What follows belongs to an exercise in optimizing a design on an open flow for small area, a short achievable clock period and few clock cycles per item; a production flow would make more cautious choices.
In this exercise RTL edits were held to simulation tests only and were not proved equivalent to the original.
Power is estimated from default activity; no workload was simulated.

==> flow/design.v (outline; a module is shown in full before it is edited, if it fits) <==
// module RFILE: 2417 lines
module RFILE(clk, rst, A_x, A_y, B_x, B_y, C_x, C_y, rssiA, rssiB, rssiC,
             valueA, valueB, valueC, expA, expB, expC, busy, out_valid, xt, yt);
  // ...
==> flow/flow/run.sh <==
#!/bin/bash
# Standard layout (the standard.sh) with two changes:
#  - synthesis script flow/syn.tcl (the standard flow's script with Yosys synth -noabc and
#    the final ABC mapping done by flow/abc_map.script),
#  - port buffers are sky130_fd_sc_hd__buf_1 (every port still gets one).
set -euo pipefail
HERE=$(pwd)
export FLOW_ABC_SCRIPT=$HERE/flow/abc_map.script
sed -e "s#SYNTH_SCRIPT=[^ ]*#SYNTH_SCRIPT=$HERE/flow/syn.tcl#" \
    -e "s#make -C #make BUFFER_PORTS_ARGS='-buffer_cell sky130_fd_sc_hd__buf_1' -C #" \
    standard.sh > flow_standard.sh
grep -q "flow/syn.tcl" flow_standard.sh
grep -q "BUFFER_PORTS_ARGS" flow_standard.sh
bash flow_standard.sh finish > make.log 2>&1
==> flow/flow/abc_map.script <==
strash
dch -f
map -D 18000
topo
stime -c
buffer -c
upsize -c
dnsize -c
==> flow/flow/syn.tcl <==
# The standard flow's synthesis script (synth_recipe.tcl) with two changes to the
# combinational mapping only; registers are unchanged:
#  - Yosys's generic synth runs without its early "abc -fast" pass (-noabc).
#    That pass rewrites XOR/majority logic so that extract_fa builds full
#    adders with inverted pins and leaves inverters between them.
#  - The final ABC mapping uses flow/abc_map.script (delay-targeted mapping
#    with area recovery, then the usual buffering and sizing) in place of the
#    ORFS script, whose delay target of 115 ps makes it map for speed only.
proc synth {args} { yosys synth -nofsm -noshare -noabc {*}$args }
proc abc {args} {
  set i [lsearch -exact $args -script]
  if {$i >= 0 && [info exists ::env(FLOW_ABC_SCRIPT)]} {
    lset args [expr {$i + 1}] $::env(FLOW_ABC_SCRIPT)
  }
  puts "abc mapping script: [lindex $args [expr {$i + 1}]]"
  yosys abc {*}$args
}
source $::env(SCRIPTS_DIR)/synth.tcl
# left out here: clear keep_hierarchy, flatten, clean up, hide names made inside functions, write 1_2_yosys.v
==> flow/standard.sh <==
#!/bin/bash
# synth_recipe.tcl (not shown) runs the flow's synth.tcl, then flattens the netlist and writes it again
# the make line also repeats each setting of config.mk as NAME=value (left out here)
make -C /OpenROAD-flow-scripts/flow DESIGN_CONFIG=/design/flow/config.mk WORK_HOME=/design/flow/orfs CLKGATE_MAP_FILE= SYNTH_SCRIPT=/design/flow/synth_recipe.tcl "${@:-finish}"
==> flow/config.mk <==
export PLATFORM = sky130hd
export DESIGN_NAME = RFILE
export DESIGN_NICKNAME = RFILE
export VERILOG_FILES = /design/flow/design.v
export SDC_FILE = /design/flow/constraint.sdc
export NUM_CORES = 8
export LEC_CHECK = 0
export ABC_AREA = 1
export CAP_MARGIN = 20
export CORE_MARGIN = 2
export CORE_UTILIZATION = 40
export SLEW_MARGIN = 20
==> flow/constraint.sdc <==
create_clock -name core_clock -period 115.0 [get_ports {clk}]
set_input_delay 23.0000 -clock core_clock [delete_from_list [all_inputs] [get_ports {clk}]]
set_output_delay 23.0000 -clock core_clock [all_outputs]
set_load 0.01 [all_outputs]
==> impl_metrics.env, run 1 <==
export IMPL_outcome="finished clean"
export IMPL_io_pins=212
export IMPL_cts_resized=0
export IMPL_syn_inst=4997
export IMPL_worstHoldEndpoint="cnt[0]"
export IMPL_row_count=112
export IMPL_synth_top_family_by_area="adder cells"
export IMPL_maxPowerGroup="combinational logic"
export IMPL_grt_util_met1_pct=33.7
export IMPL_crit_chain="buf_1"
export IMPL_yosysMostFrequentCell="inv_1"
export IMPL_flops_and_latches=240
export IMPL_synth_xor_xnor_area_share_pct=11.7
export IMPL_pre_cts_ws_ns=90.91
export IMPL_coreArea_um2=93600
export IMPL_synthTopCellsByArea="fa_1 16%, ha_1 12%, xor2_1 9.8%"
export IMPL_synth_simple_gate_area_share_pct=14.9
export IMPL_seq_power_uw=127
export IMPL_yosys_top_cells_count="705 x inv_1, 556 x nand2_1, 518 x nor2_1, 422 x xor2_1, 372 x ha_1"
export IMPL_grt_total_usage_pct=26.4
export IMPL_worst_path_largest_cell_delay_ns=0.40
export IMPL_power_frac_seq_pct=12.7
export IMPL_clock_latency_ns=0.63
export IMPL_yosysTopAreaCell="fa_1"
export IMPL_worst_path_buf_inv=1
export IMPL_syn_cell_area_um2=37900
export IMPL_buffers=263
export IMPL_critPathCaptureType="primary output"
export IMPL_grt_busiest_layer="met2"
export IMPL_synth_ff_type="dfxtp_1"
export IMPL_numCtsBuffers=30
export IMPL_start_util_pct=40.5
export IMPL_endpoint="xt[6]"
export IMPL_clk_power_uw=97.4
export IMPL_rsz0062_at_grt="false"
export IMPL_diodes=1
Testbench counts, summed over its fixed seeds: cycles 4,728, items 512.
==> run 2: changes to the inputs <==
--- a/flow/design.v
+++ b/flow/design.v
@@ -11,16 +11,25 @@
 output reg      out_valid;
 output reg [7:0] xt, yt;
 reg  [8:0] ph;            
 reg  [2:0] k;             
 reg        knz;           
 reg        k2;            
 reg  [2:0] cnt;           
 wire       first = ph[7];
+reg        mq2, mq3, mq6, mq7, lfx, lfy;
+always @(posedge clk) begin
+    mq2 <= ph[1];
+    mq3 <= ph[2];
+    mq6 <= ph[5];
+    mq7 <= ph[6];
+    lfx <= ph[6];
+    lfy <= ph[6];
+end
 wire [2:0] cn = first ? (s4 ? k : {1'b0, fs} + k) : cnt - 3'd1;
 wire       fin = ph[8] && (cn == 3'd1);
 reg  [1:0] fc;            
 wire       fe = (fc != 2'd0);
 always @(posedge clk or posedge rst) begin
     if (rst) begin
         ph <= 9'd1;
     end else begin
@@ -689,22 +698,22 @@
     if (ph[0]) c1 <= {A_y, B_y};
     else if (ph[5]) c1 <= w;
     else c1 <= cw;
 end
 wire signed [8:0] x0 = {1'b0, c0[7:0]} - {1'b0, c0[15:8]};
 wire signed [8:0] nx1 = {1'b0, c0[7:0]} - {1'b0, cx};          
 wire signed [8:0] ny0 = {1'b0, c1[15:8]} - {1'b0, c1[7:0]};    
 wire signed [8:0] y1 = {1'b0, cy} - {1'b0, c1[7:0]};
-wire [15:0] ma = ph[6] ? c0 : first ? c1 : ph[2] ? {{7{fx[17]}}, fx[17:9]} : {{7{fx[8]}}, fx[8:0]};
-wire [8:0]  mpx = ph[2] ? fy[17:9] : ph[3] ? fy[8:0] : ph[6] ? fx[17:9] : fx[8:0];
-wire [8:0]  mpy = ph[6] ? fy[8:0] : fy[17:9];
-wire        mcx = ph[3];
-wire [24:0] madx = ph[3] ? ~{{6{rx[18]}}, rx} : first ? {rx[18], rx, fx[17:13]} : 25'd0;
-wire [24:0] mady = first ? {ry[18], ry, fy[4:0]} : 25'd0;
+wire [15:0] ma = mq6 ? c0 : mq7 ? c1 : mq2 ? {{7{fx[17]}}, fx[17:9]} : {{7{fx[8]}}, fx[8:0]};
+wire [8:0]  mpx = mq2 ? fy[17:9] : mq3 ? fy[8:0] : mq6 ? fx[17:9] : fx[8:0];
+wire [8:0]  mpy = mq6 ? fy[8:0] : fy[17:9];
+wire        mcx = mq3;
+wire [24:0] madx = mq3 ? ~{{6{rx[18]}}, rx} : mq7 ? {rx[18], rx, fx[17:13]} : 25'd0;
+wire [24:0] mady = mq7 ? {ry[18], ry, fy[4:0]} : 25'd0;
 wire be_one0 = ma[0] ^ 1'b0;
 wire be_two0 = (ma[1] & ~ma[0] & ~1'b0) | (~ma[1] & ma[0] & 1'b0);
 wire be_neg0 = ma[1] & ~(ma[0] & 1'b0);
 wire be_one1 = ma[2] ^ ma[1];
 wire be_two1 = (ma[3] & ~ma[2] & ~ma[1]) | (~ma[3] & ma[2] & ma[1]);
 wire be_neg1 = ma[3] & ~(ma[2] & ma[1]);
 wire be_one2 = ma[4] ^ ma[3];
 wire be_two2 = (ma[5] & ~ma[4] & ~ma[3]) | (~ma[5] & ma[4] & ma[3]);
@@ -1570,18 +1579,18 @@
 wire f8 = f8x & f8y;
 wire [1:0] fs = f4 ? 2'd1 : f8 ? 2'd2 : 2'd3;    
 wire [18:0] rix = s4 ? {nx[17:0], 1'b0} : f4 ? {nx[24], nx[20:3]} : f8 ? {nx[24], nx[24:7]} : {{5{nx[24]}}, nx[24:11]};
 wire [3:0] fix = s4 ? 4'd0 : f4 ? {nx[2:0], 1'b0} : f8 ? nx[6:3] : nx[10:7];
 wire [17:0] ffx = f4 ? {18{nx[24]}} : f8 ? {nx[2:0], 1'b0, {14{nx[24]}}} : {nx[6:0], 1'b0, {10{nx[24]}}};
 reg  [18:0] rx;
 reg  [17:0] fx;
 reg         negx;
-wire [18:0] rrx0 = first ? rix : rx;
-wire fbx0 = first ? fix[3] : (fe & fx[17]);
+wire [18:0] rrx0 = lfx ? rix : rx;
+wire fbx0 = lfx ? fix[3] : (fe & fx[17]);
 wire ivx0 = ~rrx0[18];
 wire [19:0] xax0 = {rrx0, fbx0};
 wire [19:0] yax0 = {2'b00, g} ^ {20{ivx0}};
 wire ax0_g0 = xax0[0] & yax0[0]; wire ax0_p0 = xax0[0] ^ yax0[0];
 wire ax0_g1 = xax0[1] & yax0[1]; wire ax0_p1 = xax0[1] ^ yax0[1];
 wire ax0_g2 = xax0[2] & yax0[2]; wire ax0_p2 = xax0[2] ^ yax0[2];
 wire ax0_g3 = xax0[3] & yax0[3]; wire ax0_p3 = xax0[3] ^ yax0[3];
 wire ax0_g4 = xax0[4] & yax0[4]; wire ax0_p4 = xax0[4] ^ yax0[4];
@@ -1670,17 +1679,17 @@
 wire ax0_s14 = ax0_p14 ^ ax0_c14;
 wire ax0_s15 = ax0_p15 ^ ax0_c15;
 wire ax0_s16 = ax0_p16 ^ ax0_c16;
 wire ax0_s17 = ax0_p17 ^ ax0_c17;
 wire ax0_s18 = ax0_p18 ^ ax0_c18;
 wire ax0_s19 = ax0_p19 ^ ax0_c19;
 wire [18:0] rrx1 = {ax0_s18, ax0_s17, ax0_s16, ax0_s15, ax0_s14, ax0_s13, ax0_s12, ax0_s11, ax0_s10, ax0_s9, ax0_s8, ax0_s7, ax0_s6, ax0_s5, ax0_s4, ax0_s3, ax0_s2, ax0_s1, ax0_s0};
 wire qx0 = ~ax0_s19;
-wire fbx1 = first ? fix[2] : (fe & fx[16]);
+wire fbx1 = lfx ? fix[2] : (fe & fx[16]);
 wire ivx1 = ~rrx1[18];
 wire [19:0] xax1 = {rrx1, fbx1};
 wire [19:0] yax1 = {2'b00, g} ^ {20{ivx1}};
 wire ax1_g0 = xax1[0] & yax1[0]; wire ax1_p0 = xax1[0] ^ yax1[0];
 wire ax1_g1 = xax1[1] & yax1[1]; wire ax1_p1 = xax1[1] ^ yax1[1];
 wire ax1_g2 = xax1[2] & yax1[2]; wire ax1_p2 = xax1[2] ^ yax1[2];
 wire ax1_g3 = xax1[3] & yax1[3]; wire ax1_p3 = xax1[3] ^ yax1[3];
 wire ax1_g4 = xax1[4] & yax1[4]; wire ax1_p4 = xax1[4] ^ yax1[4];
@@ -1769,17 +1778,17 @@
 wire ax1_s14 = ax1_p14 ^ ax1_c14;
 wire ax1_s15 = ax1_p15 ^ ax1_c15;
 wire ax1_s16 = ax1_p16 ^ ax1_c16;
 wire ax1_s17 = ax1_p17 ^ ax1_c17;
 wire ax1_s18 = ax1_p18 ^ ax1_c18;
 wire ax1_s19 = ax1_p19 ^ ax1_c19;
 wire [18:0] rrx2 = {ax1_s18, ax1_s17, ax1_s16, ax1_s15, ax1_s14, ax1_s13, ax1_s12, ax1_s11, ax1_s10, ax1_s9, ax1_s8, ax1_s7, ax1_s6, ax1_s5, ax1_s4, ax1_s3, ax1_s2, ax1_s1, ax1_s0};
 wire qx1 = ~ax1_s19;
-wire fbx2 = first ? fix[1] : (fe & fx[15]);
+wire fbx2 = lfx ? fix[1] : (fe & fx[15]);
 wire ivx2 = ~rrx2[18];
 wire [19:0] xax2 = {rrx2, fbx2};
 wire [19:0] yax2 = {2'b00, g} ^ {20{ivx2}};
 wire ax2_g0 = xax2[0] & yax2[0]; wire ax2_p0 = xax2[0] ^ yax2[0];
 wire ax2_g1 = xax2[1] & yax2[1]; wire ax2_p1 = xax2[1] ^ yax2[1];
 wire ax2_g2 = xax2[2] & yax2[2]; wire ax2_p2 = xax2[2] ^ yax2[2];
 wire ax2_g3 = xax2[3] & yax2[3]; wire ax2_p3 = xax2[3] ^ yax2[3];
 wire ax2_g4 = xax2[4] & yax2[4]; wire ax2_p4 = xax2[4] ^ yax2[4];
@@ -1868,17 +1877,17 @@
 wire ax2_s14 = ax2_p14 ^ ax2_c14;
 wire ax2_s15 = ax2_p15 ^ ax2_c15;
 wire ax2_s16 = ax2_p16 ^ ax2_c16;
 wire ax2_s17 = ax2_p17 ^ ax2_c17;
 wire ax2_s18 = ax2_p18 ^ ax2_c18;
 wire ax2_s19 = ax2_p19 ^ ax2_c19;
 wire [18:0] rrx3 = {ax2_s18, ax2_s17, ax2_s16, ax2_s15, ax2_s14, ax2_s13, ax2_s12, ax2_s11, ax2_s10, ax2_s9, ax2_s8, ax2_s7, ax2_s6, ax2_s5, ax2_s4, ax2_s3, ax2_s2, ax2_s1, ax2_s0};
 wire qx2 = ~ax2_s19;
-wire fbx3 = first ? fix[0] : (fe & fx[14]);
+wire fbx3 = lfx ? fix[0] : (fe & fx[14]);
 wire ivx3 = ~rrx3[18];
 wire [19:0] xax3 = {rrx3, fbx3};
 wire [19:0] yax3 = {2'b00, g} ^ {20{ivx3}};
 wire ax3_g0 = xax3[0] & yax3[0]; wire ax3_p0 = xax3[0] ^ yax3[0];
 wire ax3_g1 = xax3[1] & yax3[1]; wire ax3_p1 = xax3[1] ^ yax3[1];
 wire ax3_g2 = xax3[2] & yax3[2]; wire ax3_p2 = xax3[2] ^ yax3[2];
 wire ax3_g3 = xax3[3] & yax3[3]; wire ax3_p3 = xax3[3] ^ yax3[3];
 wire ax3_g4 = xax3[4] & yax3[4]; wire ax3_p4 = xax3[4] ^ yax3[4];
@@ -1982,18 +1991,18 @@
     if (first) negx <= nx[24];
 end
 wire [18:0] riy = s4 ? {ny[17:0], 1'b0} : f4 ? {ny[24], ny[20:3]} : f8 ? {ny[24], ny[24:7]} : {{5{ny[24]}}, ny[24:11]};
 wire [3:0] fiy = s4 ? 4'd0 : f4 ? {ny[2:0], 1'b0} : f8 ? ny[6:3] : ny[10:7];
 wire [17:0] ffy = f4 ? {18{ny[24]}} : f8 ? {ny[2:0], 1'b0, {14{ny[24]}}} : {ny[6:0], 1'b0, {10{ny[24]}}};
 reg  [18:0] ry;
 reg  [17:0] fy;
 reg         negy;
-wire [18:0] rry0 = first ? riy : ry;
-wire fby0 = first ? fiy[3] : (fe & fy[17]);
+wire [18:0] rry0 = lfy ? riy : ry;
+wire fby0 = lfy ? fiy[3] : (fe & fy[17]);
 wire ivy0 = ~rry0[18];
 wire [19:0] xay0 = {rry0, fby0};
 wire [19:0] yay0 = {2'b00, g} ^ {20{ivy0}};
 wire ay0_g0 = xay0[0] & yay0[0]; wire ay0_p0 = xay0[0] ^ yay0[0];
 wire ay0_g1 = xay0[1] & yay0[1]; wire ay0_p1 = xay0[1] ^ yay0[1];
 wire ay0_g2 = xay0[2] & yay0[2]; wire ay0_p2 = xay0[2] ^ yay0[2];
 wire ay0_g3 = xay0[3] & yay0[3]; wire ay0_p3 = xay0[3] ^ yay0[3];
 wire ay0_g4 = xay0[4] & yay0[4]; wire ay0_p4 = xay0[4] ^ yay0[4];
@@ -2082,17 +2091,17 @@
 wire ay0_s14 = ay0_p14 ^ ay0_c14;
 wire ay0_s15 = ay0_p15 ^ ay0_c15;
 wire ay0_s16 = ay0_p16 ^ ay0_c16;
 wire ay0_s17 = ay0_p17 ^ ay0_c17;
 wire ay0_s18 = ay0_p18 ^ ay0_c18;
 wire ay0_s19 = ay0_p19 ^ ay0_c19;
 wire [18:0] rry1 = {ay0_s18, ay0_s17, ay0_s16, ay0_s15, ay0_s14, ay0_s13, ay0_s12, ay0_s11, ay0_s10, ay0_s9, ay0_s8, ay0_s7, ay0_s6, ay0_s5, ay0_s4, ay0_s3, ay0_s2, ay0_s1, ay0_s0};
 wire qy0 = ~ay0_s19;
-wire fby1 = first ? fiy[2] : (fe & fy[16]);
+wire fby1 = lfy ? fiy[2] : (fe & fy[16]);
 wire ivy1 = ~rry1[18];
 wire [19:0] xay1 = {rry1, fby1};
 wire [19:0] yay1 = {2'b00, g} ^ {20{ivy1}};
 wire ay1_g0 = xay1[0] & yay1[0]; wire ay1_p0 = xay1[0] ^ yay1[0];
 wire ay1_g1 = xay1[1] & yay1[1]; wire ay1_p1 = xay1[1] ^ yay1[1];
 wire ay1_g2 = xay1[2] & yay1[2]; wire ay1_p2 = xay1[2] ^ yay1[2];
 wire ay1_g3 = xay1[3] & yay1[3]; wire ay1_p3 = xay1[3] ^ yay1[3];
 wire ay1_g4 = xay1[4] & yay1[4]; wire ay1_p4 = xay1[4] ^ yay1[4];
@@ -2181,17 +2190,17 @@
 wire ay1_s14 = ay1_p14 ^ ay1_c14;
 wire ay1_s15 = ay1_p15 ^ ay1_c15;
 wire ay1_s16 = ay1_p16 ^ ay1_c16;
 wire ay1_s17 = ay1_p17 ^ ay1_c17;
 wire ay1_s18 = ay1_p18 ^ ay1_c18;
 wire ay1_s19 = ay1_p19 ^ ay1_c19;
 wire [18:0] rry2 = {ay1_s18, ay1_s17, ay1_s16, ay1_s15, ay1_s14, ay1_s13, ay1_s12, ay1_s11, ay1_s10, ay1_s9, ay1_s8, ay1_s7, ay1_s6, ay1_s5, ay1_s4, ay1_s3, ay1_s2, ay1_s1, ay1_s0};
 wire qy1 = ~ay1_s19;
-wire fby2 = first ? fiy[1] : (fe & fy[15]);
+wire fby2 = lfy ? fiy[1] : (fe & fy[15]);
 wire ivy2 = ~rry2[18];
 wire [19:0] xay2 = {rry2, fby2};
 wire [19:0] yay2 = {2'b00, g} ^ {20{ivy2}};
 wire ay2_g0 = xay2[0] & yay2[0]; wire ay2_p0 = xay2[0] ^ yay2[0];
 wire ay2_g1 = xay2[1] & yay2[1]; wire ay2_p1 = xay2[1] ^ yay2[1];
 wire ay2_g2 = xay2[2] & yay2[2]; wire ay2_p2 = xay2[2] ^ yay2[2];
 wire ay2_g3 = xay2[3] & yay2[3]; wire ay2_p3 = xay2[3] ^ yay2[3];
 wire ay2_g4 = xay2[4] & yay2[4]; wire ay2_p4 = xay2[4] ^ yay2[4];
@@ -2280,17 +2289,17 @@
 wire ay2_s14 = ay2_p14 ^ ay2_c14;
 wire ay2_s15 = ay2_p15 ^ ay2_c15;
 wire ay2_s16 = ay2_p16 ^ ay2_c16;
 wire ay2_s17 = ay2_p17 ^ ay2_c17;
 wire ay2_s18 = ay2_p18 ^ ay2_c18;
 wire ay2_s19 = ay2_p19 ^ ay2_c19;
 wire [18:0] rry3 = {ay2_s18, ay2_s17, ay2_s16, ay2_s15, ay2_s14, ay2_s13, ay2_s12, ay2_s11, ay2_s10, ay2_s9, ay2_s8, ay2_s7, ay2_s6, ay2_s5, ay2_s4, ay2_s3, ay2_s2, ay2_s1, ay2_s0};
 wire qy2 = ~ay2_s19;
-wire fby3 = first ? fiy[0] : (fe & fy[14]);
+wire fby3 = lfy ? fiy[0] : (fe & fy[14]);
 wire ivy3 = ~rry3[18];
 wire [19:0] xay3 = {rry3, fby3};
 wire [19:0] yay3 = {2'b00, g} ^ {20{ivy3}};
 wire ay3_g0 = xay3[0] & yay3[0]; wire ay3_p0 = xay3[0] ^ yay3[0];
 wire ay3_g1 = xay3[1] & yay3[1]; wire ay3_p1 = xay3[1] ^ yay3[1];
 wire ay3_g2 = xay3[2] & yay3[2]; wire ay3_p2 = xay3[2] ^ yay3[2];
 wire ay3_g3 = xay3[3] & yay3[3]; wire ay3_p3 = xay3[3] ^ yay3[3];
 wire ay3_g4 = xay3[4] & yay3[4]; wire ay3_p4 = xay3[4] ^ yay3[4];
--- a/flow/config.mk
+++ b/flow/config.mk
@@ -4,9 +4,10 @@
 export VERILOG_FILES = /design/flow/design.v
 export SDC_FILE = /design/flow/constraint.sdc
 export NUM_CORES = 8
 export LEC_CHECK = 0
 export ABC_AREA = 1
 export CAP_MARGIN = 20
 export CORE_MARGIN = 2
 export CORE_UTILIZATION = 40
+export CTS_BUF_LIST = sky130_fd_sc_hd__clkbuf_16
 export SLEW_MARGIN = 20
==> impl_metrics.env, run 2 <==
export IMPL_yosysTopAreaCellShare_pct=15.6
export IMPL_critPathSlowestCell="dfxtp_1"
export IMPL_crit_fanout=1
export IMPL_syn_inst=4985
export IMPL_cap_violations=0
export IMPL_whs_ns=0.486
export IMPL_power_frac_clock_pct=10.2
export IMPL_syn_cell_area_um2=37900
export IMPL_arrival_ns=1.18
export IMPL_final_cell_mix="704 x inv_1, 550 x nand2_1, 519 x nor2_1"
export IMPL_synth_seq_area_share_pct=15.7
export IMPL_intPower_uw=491
export IMPL_tns_ns=0
export IMPL_ys_types=78
export IMPL_timing_final_max_slew_violations=0
export IMPL_vias_per_cell=5.61
export IMPL_route_vias_total=35700
export IMPL_outcome="finished clean"
export IMPL_reg_top3="rs x19, rx x19, ry x19"
export IMPL_synthTopCellsByArea="fa_1 16%, ha_1 12%, xor2_1 9.7%"
export IMPL_hold_viol=0
export IMPL_antenna_found_initial=2
export IMPL_setup_violations=0
export IMPL_synth_ff_type="dfxtp_1"
export IMPL_coreArea_um2=93600
export IMPL_crit_chain="buf_1"
export IMPL_total_power_uw=1020
export IMPL_yosysTopAreaCell="fa_1"
export IMPL_holdCritPathClass="reg2reg"
export IMPL_max_slew_worst_pin_slew_ns=1.09
export IMPL_portBuffers=208
export IMPL_grt_max_degree=78
export IMPL_grt_pass1_wl_mm=203
export IMPL_yosysMostFrequentCell="inv_1"
export IMPL_worst_path_largest_cell_delay_ns=0.38
export IMPL_critPathCaptureType="primary output"
export IMPL_place_gp_congestion=0.965
export IMPL_period_needed_ns=24.18
export IMPL_required_ns=92.00
export IMPL_rsz0062_at_grt="false"
export IMPL_relSlewSlack_pct=27.4
export IMPL_postCtsHoldBufs=0
export IMPL_final_core_util_pct=43.8
export IMPL_clock_sinks=244
export IMPL_layout_drive_gt1_share_pct=5.68
export IMPL_power_density_nw_per_um2=25.0
export IMPL_yosysWarnings=1
export IMPL_syn_nets=5811
export IMPL_startpoint_type="flip-flop"
export IMPL_comb_power_share_pct=77.2
export IMPL_cts_resized=0
export IMPL_grt_overflow_total=0
export IMPL_die_y_um=312
export IMPL_switchingPower_uw=533
export IMPL_syn_to_final_growth_pct=8.22
export IMPL_io_pins=212
export IMPL_avgSynthCellArea_um2=7.60
export IMPL_ir_drop_mv=0.0725
export IMPL_critPathTopFamily="flip-flops"
export IMPL_synth_async_sr_flop_share_pct=3.69
export IMPL_power_frac_seq_pct=12.6
export IMPL_fillerInstances=9825
export IMPL_ys_ff_latch=244
export IMPL_start_util_pct=40.5
export IMPL_final_common_cell="inv_1"
export IMPL_wirelength_mm=133
export IMPL_nets=5906
export IMPL_detailed_place_hpwl_mm=106
export IMPL_skew_ns=0.0542
export IMPL_p_leak_uw=0.0198
export IMPL_worst_path_buf_inv=1
export IMPL_fp_dieArea_um2=97200
export IMPL_clk_pin_slew_ns=0.06
export IMPL_switching_share_pct=52.0
export IMPL_htree_levels=1
export IMPL_clock_fmax_ghz=0.0414
export IMPL_die_w_um=312
export IMPL_first_pass_iters=9
export IMPL_grt_pass1_vias=34900
export IMPL_drt_iter0_markers=3358
export IMPL_drc=0
export IMPL_path_class="reg2out"
export IMPL_clock_latency_ns=0.63
export IMPL_row_count=112
export IMPL_post_cts_setup_buffers=0
export IMPL_synth_edf_count=100
export IMPL_fin_crit_sh_pct=21.0
export IMPL_grt_total_usage_pct=26.7
export IMPL_drt_antenna_violating_nets=0
export IMPL_wire_per_inst_um=20.9
export IMPL_cts_tree="built"
export IMPL_clockRootBuffer="clkbuf_16"
export IMPL_clockBufferDepth=3
export IMPL_numCtsBuffers=31
export IMPL_yosys_top_cells_count="701 x inv_1, 550 x nand2_1, 527 x nor2_1, 418 x xor2_1, 372 x ha_1"
[run 2: cell types whose count changed in the layout (fill, tap and decap cells not counted), moves of 7 or more]
| cell | before | now |
|---|---|---|
| xnor2_1 | 74 | 82 |
| nor2_1 | 510 | 519 |
| o211ai_1 | 60 | 53 |
| inv_2 | 63 | 53 |
| a221oi_1 | 30 | 38 |
| clkinv_1 | 16 | 23 |
| o22ai_1 | 232 | 239 |
[run 2: layout make-up]
class	count	area, um2	area share, %
Multi-Input combinational cell	3758	28300	69.0
Sequential cell	244	5940	14.5
Inverter	777	2920	7.12
Tap cell	1254	1570	3.83
Timing Repair Buffer	268	1230	3.00
Clock buffer	31	776	1.89
Clock inverter	26	284	0.693
Antenna cell	2	5.00	0.0122
[run 2: per-stage QoR]
stage	instance area [um2]	setup slack (ns)	std cells
2_1_floorplan	37900	91.41	4985
3_3_place_gp	39900	90.86	6301
3_5_place_dp	39900	90.88	6301
4_1_cts	41000	90.79	6358
5_1_grt	41000	90.77	6358
6_report	41000	90.82	6360
[run 2: kinds of logic (layout without fill, tap and decap cells)]
| logic type | after synthesis | in the layout | synth area share, % |
|---|---|---|---|
| xor+xnor | 502 | 502 | 11.6 |
| buf+inv | 983 | 1102 | 9.79 |
| flops | 244 | 244 | 15.7 |
| simple gates | 1332 | 1332 | 14.8 |
| compound gates | 1256 | 1256 | 20.2 |
| fa+ha+maj | 668 | 668 | 27.9 |
| other cells | 0 | 2 | 0 |
[run 2: worst paths after layout]
check,from,cells past startpoint,to,slack (ns)
setup / recovery,out_valid,1,out_valid,90.82
hold / removal,cnt[0],1,cnt[0],0.49
setup reg to reg,mq6,104,fx[0],92.71
hold reg to reg,cnt[0],1,cnt[0],0.49
max in group asynchronous,rst,2,ph[4],92.27
min in group asynchronous,rst,2,ph[8],22.36
[run 2: routing by layer]
metal,vias to the layer above,track usage (%),share of wire [%]
met2,1490,45.6,47
met1,17100,33.8,41
met4,2,9.97,4.4
li1,16900,-,-
met3,257,4.31,7.9
met5,-,0,0.0098
[run 2: power groups by stage]
stage,Combinational [uW],Clock [uW],Sequential (uW)
2_1_floorplan,563,0,125
3_3_place_gp,769,0,131
3_5_place_dp,774,0,131
4_1_cts,784,106,129
5_1_grt,890,109,129
6_report,792,104,129
Testbench counts of run 2, summed over its fixed seeds: cycles 4,728, items 512.
==> run 3: changes to the inputs <==
--- a/flow/config.mk
+++ b/flow/config.mk
@@ -9,5 +9,4 @@
 export CAP_MARGIN = 20
 export CORE_MARGIN = 2
 export CORE_UTILIZATION = 40
-export CTS_BUF_LIST = sky130_fd_sc_hd__clkbuf_16
 export SLEW_MARGIN = 20
==> impl_metrics.env, run 3 <==
export IMPL_wire_per_inst_um=20.9
export IMPL_clockBufferDepth=3
export IMPL_route_vias_total=35600
export IMPL_critPathTopFamily="flip-flops"
export IMPL_yosysMostFrequentCell="inv_1"
export IMPL_cap_violations=0
export IMPL_stdcell_count=6359
export IMPL_critPathSlowestCell="dfxtp_1"
export IMPL_htree_levels=1
export IMPL_grt_total_usage_pct=26.7
export IMPL_start_util_pct=40.5
export IMPL_vias_per_cell=5.60
export IMPL_worst_path_buf_inv=1
export IMPL_clock_fmax_ghz=0.0414
export IMPL_syn_to_final_growth_pct=8.22
export IMPL_wirelength_met1_mm=53.7
export IMPL_synth_edf_count=100
export IMPL_post_cts_setup_buffers=0
export IMPL_drt_iter0_markers=3358
export IMPL_cts_resized=0
export IMPL_ir_drop_mv=0.0723
export IMPL_dr_wl_met2_mm=62.6
export IMPL_path_class="reg2out"
export IMPL_grt_max_degree=78
export IMPL_die_y_um=312
export IMPL_antenna_found_initial=2
export IMPL_total_power_uw=1020
export IMPL_yosysWarnings=1
export IMPL_syn_nets=5811
export IMPL_hold_viol=0
export IMPL_wirelength_mm=133
export IMPL_first_pass_iters=9
export IMPL_grt_overflow_total=0
export IMPL_setup_violations=0
export IMPL_startpoint_type="flip-flop"
export IMPL_drc=0
export IMPL_io_pins=212
export IMPL_nets=5906
export IMPL_fp_dieArea_um2=97200
export IMPL_final_cell_mix="701 x inv_1, 550 x nand2_1, 519 x nor2_1"
export IMPL_clockRootBuffer="clkbuf_16"
export IMPL_reg_top3="rs x19, rx x19, ry x19"
export IMPL_drt_antenna_violating_nets=0
export IMPL_yosysTopAreaCellShare_pct=15.6
export IMPL_die_w_um=312
export IMPL_tns_ns=0
export IMPL_worst_path_largest_cell_delay_ns=0.38
export IMPL_arrival_ns=1.18
export IMPL_syn_inst=4985
export IMPL_avgSynthCellArea_um2=7.60
export IMPL_synth_async_sr_flop_share_pct=3.69
export IMPL_synthTopCellsByArea="fa_1 16%, ha_1 12%, xor2_1 9.7%"
export IMPL_synth_ff_type="dfxtp_1"
export IMPL_fin_crit_sh_pct=21.0
export IMPL_critPathCaptureType="primary output"
export IMPL_crit_fanout=1
export IMPL_pre_cts_ws_ns=90.88
export IMPL_grt_pass1_vias=34900
export IMPL_portBuffers=208
export IMPL_post_place_cells=6301
export IMPL_top_layer="met5"
export IMPL_max_slew_worst_pin_slew_ns=1.08
export IMPL_syn_cell_area_um2=37900
export IMPL_holdCritPathClass="reg2reg"
export IMPL_rsz0062_at_grt="false"
export IMPL_yosys_top_cells_count="701 x inv_1, 550 x nand2_1, 527 x nor2_1, 418 x xor2_1, 372 x ha_1"
export IMPL_grt_pass1_wl_mm=203
export IMPL_outcome="finished clean"
export IMPL_power_density_nw_per_um2=25.0
export IMPL_final_common_cell="inv_1"
export IMPL_yosysTopAreaCell="fa_1"
export IMPL_synth_seq_area_share_pct=15.7
export IMPL_required_ns=92.00
export IMPL_met3WireLength_mm=10.6
export IMPL_ys_ff_latch=244
export IMPL_relSlewSlack_pct=27.7
export IMPL_crit_chain="buf_1"
export IMPL_layout_drive_gt1_share_pct=5.68
export IMPL_numCtsBuffers=31
export IMPL_row_count=112
export IMPL_skew_ns=0.0572
export IMPL_ys_types=78
export IMPL_period_needed_ns=24.18
export IMPL_worst_slack_ns=90.82
export IMPL_clock_sinks=244
export IMPL_detailed_place_hpwl_mm=106
export IMPL_place_gp_congestion=0.965
export IMPL_cts_tree="built"
export IMPL_p_leak_uw=0.0198
export IMPL_clk_pin_slew_ns=0.06
export IMPL_coreArea_um2=93600
export IMPL_postCtsHoldBufs=0
export IMPL_clock_latency_ns=0.63
export IMPL_timing_final_max_slew_violations=0
export IMPL_final_core_util_pct=43.8
==> run 3: metrics by stage <==
step	instance area (um2)	hold WS (ns)
6_report	41000	0.486
5_1_grt	41000	0.521
4_1_cts	41000	0.479
3_5_place_dp	39900	0.471
3_3_place_gp	39900	0.461
2_1_floorplan	37900	0.345
==> run 3: report_power, final <==
part | total, uW | switching (uW) | internal [uW] | leakage, uW
clock | 105 | 44.0 | 60.8 | 0.000502
sequential | 129 | 9.60 | 119 | 0.00212
combinational | 791 | 479 | 312 | 0.0172
total | 1020 | 533 | 492 | 0.0198
==> run 3: final timing paths <==
check,endpoint,depth (start not counted),start,slack (ns)
worst min-delay path,cnt[0],1,cnt[0],0.49
worst min register to register,cnt[0],1,cnt[0],0.49
max in group asynchronous,ph[4],2,rst,92.27
min in group asynchronous,ph[8],2,rst,22.35
worst max register to register,fx[0],104,mq6,92.75
worst max-delay path,out_valid,1,out_valid,90.82
==> run 3: per-layer routing <==
layer  track usage [%]  vias up
li1                  -    16900
met1              33.8    17000
met2              45.6     1485
met3              4.31      259
met4              9.97        2
met5                 0        -
==> run 3: final cells by class <==
class / instances / area [um2]
Multi-Input combinational cell: 3758 / 28300
Antenna cell: 1 / 2.50
Sequential cell: 244 / 5940
Clock buffer: 34 / 787
Inverter: 777 / 2920
Timing Repair Buffer: 268 / 1230
Tap cell: 1254 / 1570
Clock inverter: 23 / 273
Fill cell: 9825 / 52600
==> run 3: cell families after synthesis <==
group                    Yosys count  synth area share (%)
adder cells (fa/ha/maj)          668                  27.9
buffers and inverters            983                  9.79
AO/OA/AOI/OAI                   1256                  20.2
flip-flops                       244                  15.7
AND/OR/NAND/NOR                 1332                  14.8
XOR/XNOR                         502                  11.6
==> run 4: changes to the inputs <==
--- a/flow/config.mk
+++ b/flow/config.mk
@@ -9,4 +9,6 @@
 export CAP_MARGIN = 20
 export CORE_MARGIN = 2
 export CORE_UTILIZATION = 40
+export CTS_CLUSTER_DIAMETER = 50
+export CTS_CLUSTER_SIZE = 20
 export SLEW_MARGIN = 20
==> impl_metrics.env, run 4 <==
export IMPL_cts_tree="built"
export IMPL_die_y_um=312
export IMPL_startpoint_type="flip-flop"
export IMPL_switching_share_pct=50.9
export IMPL_final_core_util_pct=44.3
export IMPL_worst_path_largest_cell_delay_ns=0.41
export IMPL_fillerInstances=9795
export IMPL_drc=0
export IMPL_htree_levels=2
export IMPL_comb_power_share_pct=74.6
export IMPL_holdCritPathClass="reg2reg"
export IMPL_required_ns=92.00
export IMPL_syn_to_final_growth_pct=9.50
export IMPL_grt_max_degree=78
export IMPL_ys_types=78
export IMPL_portBuffers=208
export IMPL_stdcell_count=6380
export IMPL_ys_ff_latch=244
export IMPL_antenna_found_initial=3
export IMPL_critPathCaptureType="primary output"
export IMPL_yosysTopAreaCellShare_pct=15.6
export IMPL_drt_iter0_markers=3471
export IMPL_grt_overflow_total=0
export IMPL_power_density_nw_per_um2=25.4
export IMPL_wire_per_inst_um=20.8
export IMPL_synth_edf_count=100
export IMPL_cap_violations=0
export IMPL_relSlewSlack_pct=27.5
export IMPL_io_pins=212
export IMPL_synthTopCellsByArea="fa_1 16%, ha_1 12%, xor2_1 9.7%"
export IMPL_ir_drop_mv=0.0708
export IMPL_path_class="reg2out"
export IMPL_outcome="finished clean"
export IMPL_fp_dieArea_um2=97200
export IMPL_post_cts_setup_buffers=0
export IMPL_critPathTopFamily="flip-flops"
export IMPL_vias_per_cell=5.59
export IMPL_worst_path_buf_inv=1
export IMPL_grt_pass1_vias=35100
export IMPL_tns_ns=0
export IMPL_place_gp_congestion=0.965
export IMPL_grt_util_met1_pct=33.8
export IMPL_first_pass_iters=7
export IMPL_syn_nets=5811
export IMPL_yosys_top_cells_count="701 x inv_1, 550 x nand2_1, 527 x nor2_1, 418 x xor2_1, 372 x ha_1"
export IMPL_nets=5917
export IMPL_cts_resized=0
export IMPL_power_frac_seq_pct=12.2
export IMPL_post_place_cells=6301
export IMPL_skew_ns=0.0481
export IMPL_syn_cell_area_um2=37900
export IMPL_setup_violations=0
export IMPL_final_cell_mix="701 x inv_1, 550 x nand2_1, 519 x nor2_1"
export IMPL_yosysMostFrequentCell="inv_1"
export IMPL_crit_chain="buf_1"
export IMPL_postCtsHoldBufs=0
export IMPL_synth_async_sr_flop_share_pct=3.69
export IMPL_grt_pass1_wl_mm=204
export IMPL_die_w_um=312
export IMPL_drt_antenna_violating_nets=0
export IMPL_reg_top3="rs x19, rx x19, ry x19"
export IMPL_intPower_uw=517
export IMPL_max_slew_worst_pin_slew_ns=1.09
export IMPL_syn_inst=4985
export IMPL_clock_latency_ns=0.62
export IMPL_wirelength_mm=133
export IMPL_timing_final_max_slew_violations=0
export IMPL_critPathSlowestCell="dfxtp_1"
export IMPL_clock_fmax_ghz=0.0413
export IMPL_coreArea_um2=93600
export IMPL_clock_sinks=244
export IMPL_arrival_ns=1.19
export IMPL_start_util_pct=40.5
export IMPL_route_vias_total=35700
export IMPL_synth_seq_area_share_pct=15.7
export IMPL_grt_use_met3_pct=4.49
export IMPL_avgSynthCellArea_um2=7.60
export IMPL_hold_viol=0
export IMPL_clk_pin_slew_ns=0.06
export IMPL_clockBufferDepth=3
export IMPL_final_common_cell="inv_1"
export IMPL_p_leak_uw=0.0200
export IMPL_crit_fanout=1
export IMPL_met2_usage_pct=45.4
export IMPL_detailed_place_hpwl_mm=106
export IMPL_power_frac_clock_pct=13.2
export IMPL_fin_crit_sh_pct=21.0
export IMPL_yosysWarnings=1
export IMPL_grt_busiest_layer="met2"
export IMPL_layout_drive_gt1_share_pct=6.07
export IMPL_grt_total_usage_pct=26.9
export IMPL_yosysTopAreaCell="fa_1"
export IMPL_clockRootBuffer="clkbuf_16"
export IMPL_period_needed_ns=24.19
export IMPL_rsz0062_at_grt="false"
export IMPL_synth_ff_type="dfxtp_1"
export IMPL_numCtsBuffers=42
export IMPL_row_count=112
export IMPL_switchingPower_uw=535
run 4: cell families (layout without fill, tap and decap cells):
| kind of cell | count (synthesis) | in the layout | synth area share [%] |
|---|---|---|---|
| AO/OA/AOI/OAI | 1256 | 1256 | 20.2 |
| XOR/XNOR | 502 | 502 | 11.6 |
| adder cells (fa/ha/maj) | 668 | 668 | 27.9 |
| buffers and inverters | 983 | 1123 | 9.79 |
| flip-flops | 244 | 244 | 15.7 |
| other | 0 | 1 | 0 |
| AND/OR/NAND/NOR | 1332 | 1332 | 14.8 |
run 4: path summary, 6_finish.rpt:
check                      startpoint     end  slack, ns  depth (start not counted)
max                             yt[6]   yt[6]      90.81                          1
min                            cnt[0]  cnt[0]       0.49                          1
max reg2reg                       mq6   fx[0]      92.72                        104
min reg2reg                    cnt[0]  cnt[0]       0.49                          1
max in group asynchronous         rst   ph[4]      92.29                          2
min in group asynchronous         rst   ph[2]      22.37                          2
run 4: area by class of cell:
class,instances,area [um2],area share (%)
repair buffers,268,1230,2.97
multi-input cells,3758,28300,68.2
clock buffers,46,1090,2.62
well taps,1254,1570,3.78
diodes,1,2.50,0.00603
inverters,777,2920,7.04
clock inverters,32,458,1.10
flip-flops and latches,244,5940,14.3
run 4: per-stage QoR:
stage	setup slack [ns]	instance area, um2	hold slack (ns)	total power [uW]
6_report	90.81	41500	0.488	1050
5_1_grt	90.78	41500	0.521	1160
4_1_cts	90.80	41500	0.479	1050
3_5_place_dp	90.88	39900	0.471	905
3_3_place_gp	90.86	39900	0.461	900
2_1_floorplan	91.41	37900	0.345	687
run 4: power groups by stage:
stage                     logic (uW)  clock network, uW  registers (uW)
after floorplan                  563                  0             125
after global placement           769                  0             131
after detailed placement         774                  0             131
after CTS                        782                141             129
after global routing             887                144             129
final                            784                139             129
run 4: per-layer routing:
layer,share of wire [%],up-vias
met5,0.022,-
met4,4.8,4
met3,7.6,297
met2,47,1519
met1,41,16900
li1,-,16900
==> run 5: changes to the inputs <==
==> flow/flow/abc_map.script (replaced) <==
strash
dc2
strash
dch -f
map -D 18000
topo
stime -c
buffer -c
upsize -c
dnsize -c
--- a/flow/flow/syn.tcl
+++ b/flow/flow/syn.tcl
@@ -3,8 +3,9 @@
 #  - Yosys's generic synth runs without its early "abc -fast" pass (-noabc).
 #    That pass rewrites XOR/majority logic so that extract_fa builds full
 #    adders with inverted pins and leaves inverters between them.
-#  - The final ABC mapping uses flow/abc_map.script (delay-targeted mapping
-#    with area recovery, then the usual buffering and sizing) in place of the
+#  - The final ABC mapping uses flow/abc_map.script (a dc2 rewrite, then
+#    delay-targeted mapping with area recovery, then the usual buffering and
+#    sizing) in place of the
 #    ORFS script, whose delay target of 115 ps makes it map for speed only.
 proc synth {args} { yosys synth -nofsm -noshare -noabc {*}$args }
 proc abc {args} {
--- a/flow/config.mk
+++ b/flow/config.mk
@@ -9,6 +9,4 @@
 export CAP_MARGIN = 20
 export CORE_MARGIN = 2
 export CORE_UTILIZATION = 40
-export CTS_CLUSTER_DIAMETER = 50
-export CTS_CLUSTER_SIZE = 20
 export SLEW_MARGIN = 20
==> impl_metrics.env, run 5 <==
export IMPL_outcome="finished clean"
export IMPL_critPathCaptureType="flip-flop"
export IMPL_relSlewSlack_pct=32.9
export IMPL_r2r_cells=130
export IMPL_timing_final_max_slew_violations=0
export IMPL_vias_per_cell=5.57
export IMPL_worstReg2RegStart="mq6"
export IMPL_rsz0062_at_grt="false"
export IMPL_drt_antenna_violating_nets=0
export IMPL_required_ns=115.25
export IMPL_drt_iter0_markers=3064
export IMPL_synthTopCellsByArea="fa_1 16%, ha_1 12%, xor2_1 8.3%"
export IMPL_nets=5826
export IMPL_fillerInstances=9612
export IMPL_synth_async_sr_flop_share_pct=3.69
export IMPL_wire_per_inst_um=20.9
export IMPL_worstReg2RegEnd="fx[0]"
export IMPL_cts_tree="built"
export IMPL_yosysWarnings=1
export IMPL_clk_pin_slew_ns=0.06
export IMPL_clockBufferDepth=3
export IMPL_htree_levels=2
export IMPL_min_from="cnt[0]"
export IMPL_clock_fmax_ghz=0.0393
export IMPL_p_leak_uw=0.0192
export IMPL_power_frac_seq_pct=13.3
export IMPL_crit_fanout=55
export IMPL_wirelength_mm=131
export IMPL_period_needed_ns=25.46
export IMPL_holdCritPathClass="reg2reg"
export IMPL_tns_ns=0
export IMPL_cap_violations=0
export IMPL_total_power_uw=963
export IMPL_worstHoldEndpoint="cnt[0]"
export IMPL_stdcell_count=6282
export IMPL_antenna_found_initial=0
export IMPL_yosysMostFrequentCell="inv_1"
export IMPL_syn_inst=4882
export IMPL_portBuffers=208
export IMPL_pre_cts_ws_ns=90.02
export IMPL_worst_path_largest_cell_delay_ns=0.98
export IMPL_synth_ff_type="dfxtp_1"
export IMPL_power_frac_clock_pct=11.8
export IMPL_cts_resized=0
export IMPL_yosysTopAreaCell="fa_1"
export IMPL_grt_overflow_total=0
export IMPL_numCtsBuffers=35
export IMPL_critPathSlowestCell="dfxtp_2"
export IMPL_io_pins=212
export IMPL_detailed_place_hpwl_mm=104
export IMPL_grt_max_degree=65
export IMPL_fp_dieArea_um2=96800
export IMPL_ys_ff_latch=244
export IMPL_place_gp_congestion=0.965
export IMPL_switchingPower_uw=477
export IMPL_final_cell_mix="656 x inv_1, 637 x nor2_1, 472 x nand2_1"
export IMPL_yosysTopAreaCellShare_pct=15.7
export IMPL_route_vias_total=35000
export IMPL_arrival_ns=25.72
export IMPL_fin_crit_sh_pct=22.1
export IMPL_coreArea_um2=93500
export IMPL_whs_path_depth=1
export IMPL_max_slew_worst_pin_slew_ns=1.00
export IMPL_worst_slack_ns=89.54
export IMPL_syn_cell_area_um2=37700
export IMPL_r2r_setup_slack_ns=89.54
export IMPL_avgSynthCellArea_um2=7.73
export IMPL_hold_viol=0
export IMPL_clockRootBuffer="clkbuf_16"
export IMPL_first_pass_iters=8
export IMPL_syn_to_final_growth_pct=8.38
export IMPL_comb_power_share_pct=74.9
export IMPL_ir_drop_mv=0.0757
export IMPL_switching_share_pct=49.5
export IMPL_row_count=112
export IMPL_setup_violations=0
export IMPL_grt_pass1_wl_mm=200
export IMPL_syn_nets=5708
export IMPL_whs_ns=0.497
export IMPL_layout_drive_gt1_share_pct=7.42
export IMPL_die_w_um=311
export IMPL_die_y_um=311
export IMPL_path_class="reg2reg"
export IMPL_clock_sinks=244
export IMPL_final_common_cell="inv_1"
export IMPL_synth_seq_area_share_pct=15.7
export IMPL_post_cts_setup_buffers=0
export IMPL_synth_edf_count=100
export IMPL_post_place_cells=6217
export IMPL_power_density_nw_per_um2=23.5
export IMPL_drc=0
export IMPL_start_util_pct=40.4
export IMPL_yosys_top_cells_count="658 x inv_1, 642 x nor2_1, 472 x nand2_1, 372 x ha_1, 357 x xor2_1"
export IMPL_postCtsHoldBufs=0
export IMPL_skew_ns=0.0465
export IMPL_crit_path_frequent_cell="nand2_2"
export IMPL_grt_pass1_vias=33900
export IMPL_startpoint_type="flip-flop"
export IMPL_clock_latency_ns=0.59
export IMPL_ys_types=97
export IMPL_intPower_uw=487
export IMPL_reg_top3="rs x19, rx x19, ry x19"
export IMPL_grt_total_usage_pct=26.5
run 5: cell types whose count changed after synthesis, sizes merged, moves of 18 or more:
cell | previous run | this run
nor3 | 79 | 97
o21ai | 395 | 370
nor2 | 550 | 665
xor2 | 420 | 363
o22ai | 241 | 209
nand2 | 563 | 505
a22oi | 29 | 48
inv | 755 | 703
a21oi | 308 | 288
run 5: worst max-delay path, delay by kind of cell (launching register included):
family / cells / cell delay [ns]
flip-flops: 1 / 0.98
XOR/XNOR: 8 / 2.69
adder cells (fa/ha/maj): 12 / 4.65
AO/OA/AOI/OAI: 35 / 8.13
AND/OR/NAND/NOR: 51 / 4.78
buffers and inverters: 24 / 3.75
run 5: worst max-delay path by stage:
stage,startpoint,end,slack (ns),cells past startpoint
5_1_grt,mq6,fx[0],87.68,132
3_5_place_dp,mq6,fx[0],90.02,132
2_1_floorplan,valueB[13],rs[13],91.33,6
6_report,mq6,fx[0],89.54,130
3_3_place_gp,mq6,fx[0],90.31,132
4_1_cts,mq6,fx[0],89.94,132
run 5: area by class of cell:
class / count / area, um2 / area share, %
flip-flops and latches: 244 / 5940 / 14.5
inverters: 727 / 2740 / 6.71
clock buffers: 41 / 908 / 2.22
multi-input cells: 3714 / 28200 / 68.8
well taps: 1254 / 1570 / 3.84
repair buffers: 278 / 1310 / 3.19
diodes: 1 / 2.50 / 0.00612
clock inverters: 23 / 280 / 0.685
run 5: per-stage QoR:
stage | cell area [um2] | util (%)
finish | 40900 | 43.8
global route | 40900 | 43.8
global placement | 39700 | 42.5
detailed placement | 39700 | 42.5
floorplan | 37700 | -
CTS | 40900 | 43.8
run 5: cell families after synthesis:
group	Yosys count	share of synthesized area, %
AO/OA/AOI/OAI	1199	20.0
XOR/XNOR	432	10.3
adder cells (fa/ha/maj)	668	28.0
buffers and inverters	924	9.80
flip-flops	244	15.7
multiplexers	3	0.0796
AND/OR/NAND/NOR	1412	16.1
run 5: routing by layer:
metal,vias up,share of wire (%),track usage [%]
met2,1437,48,46.0
met4,0,4.2,9.96
met1,16700,41,33.5
met5,-,0,0
met3,263,6.8,3.03
li1,16600,-,-
run 5: power by group through the flow:
stage / combinational (uW) / clock [uW] / sequential (uW)
floorplan: 558 / 0 / 125
global placement: 705 / 0 / 130
detailed placement: 712 / 0 / 130
CTS: 718 / 115 / 128
global route: 837 / 118 / 129
finish: 722 / 113 / 128

[re-timing with driven ports]
The results above use ideal ports. As a check the final layouts listed here were re-extracted and re-timed, cells and wires unchanged. Step 1 sets driving cells, clkbuf_16 on the clock port and buf_2 on the other inputs (assumed; they add their load-dependent delay and slew). Step 2, shift: input delay + t, output delay - t, t = (earliest + latest rising clock arrival at the registers) / 2. This alone moves slack from input paths to output paths. Slacks: no drivers / after step 1 / after step 2; pairs: no drivers / after step 1.
run	t (ns)	slack for setup (ns)	hold WS [ns]	worst setup path after step 2
run 1	0.677	90.794 / 90.727 / 90.974	0.484 / 0.484 / 0.484	input to register
run 2	0.667	90.820 / 90.755 / 90.870	0.486 / 0.486 / 0.486	input to register
run 3	0.669	90.817 / 90.752 / 90.868	0.486 / 0.486 / 0.486	input to register
run 4	0.673	90.809 / 90.734 / 90.866	0.488 / 0.488 / 0.488	input to register
run 5	0.633	89.536 / 89.536 / 89.536	0.497 / 0.497 / 0.497	register to register
After both steps every run listed still meets setup and hold.
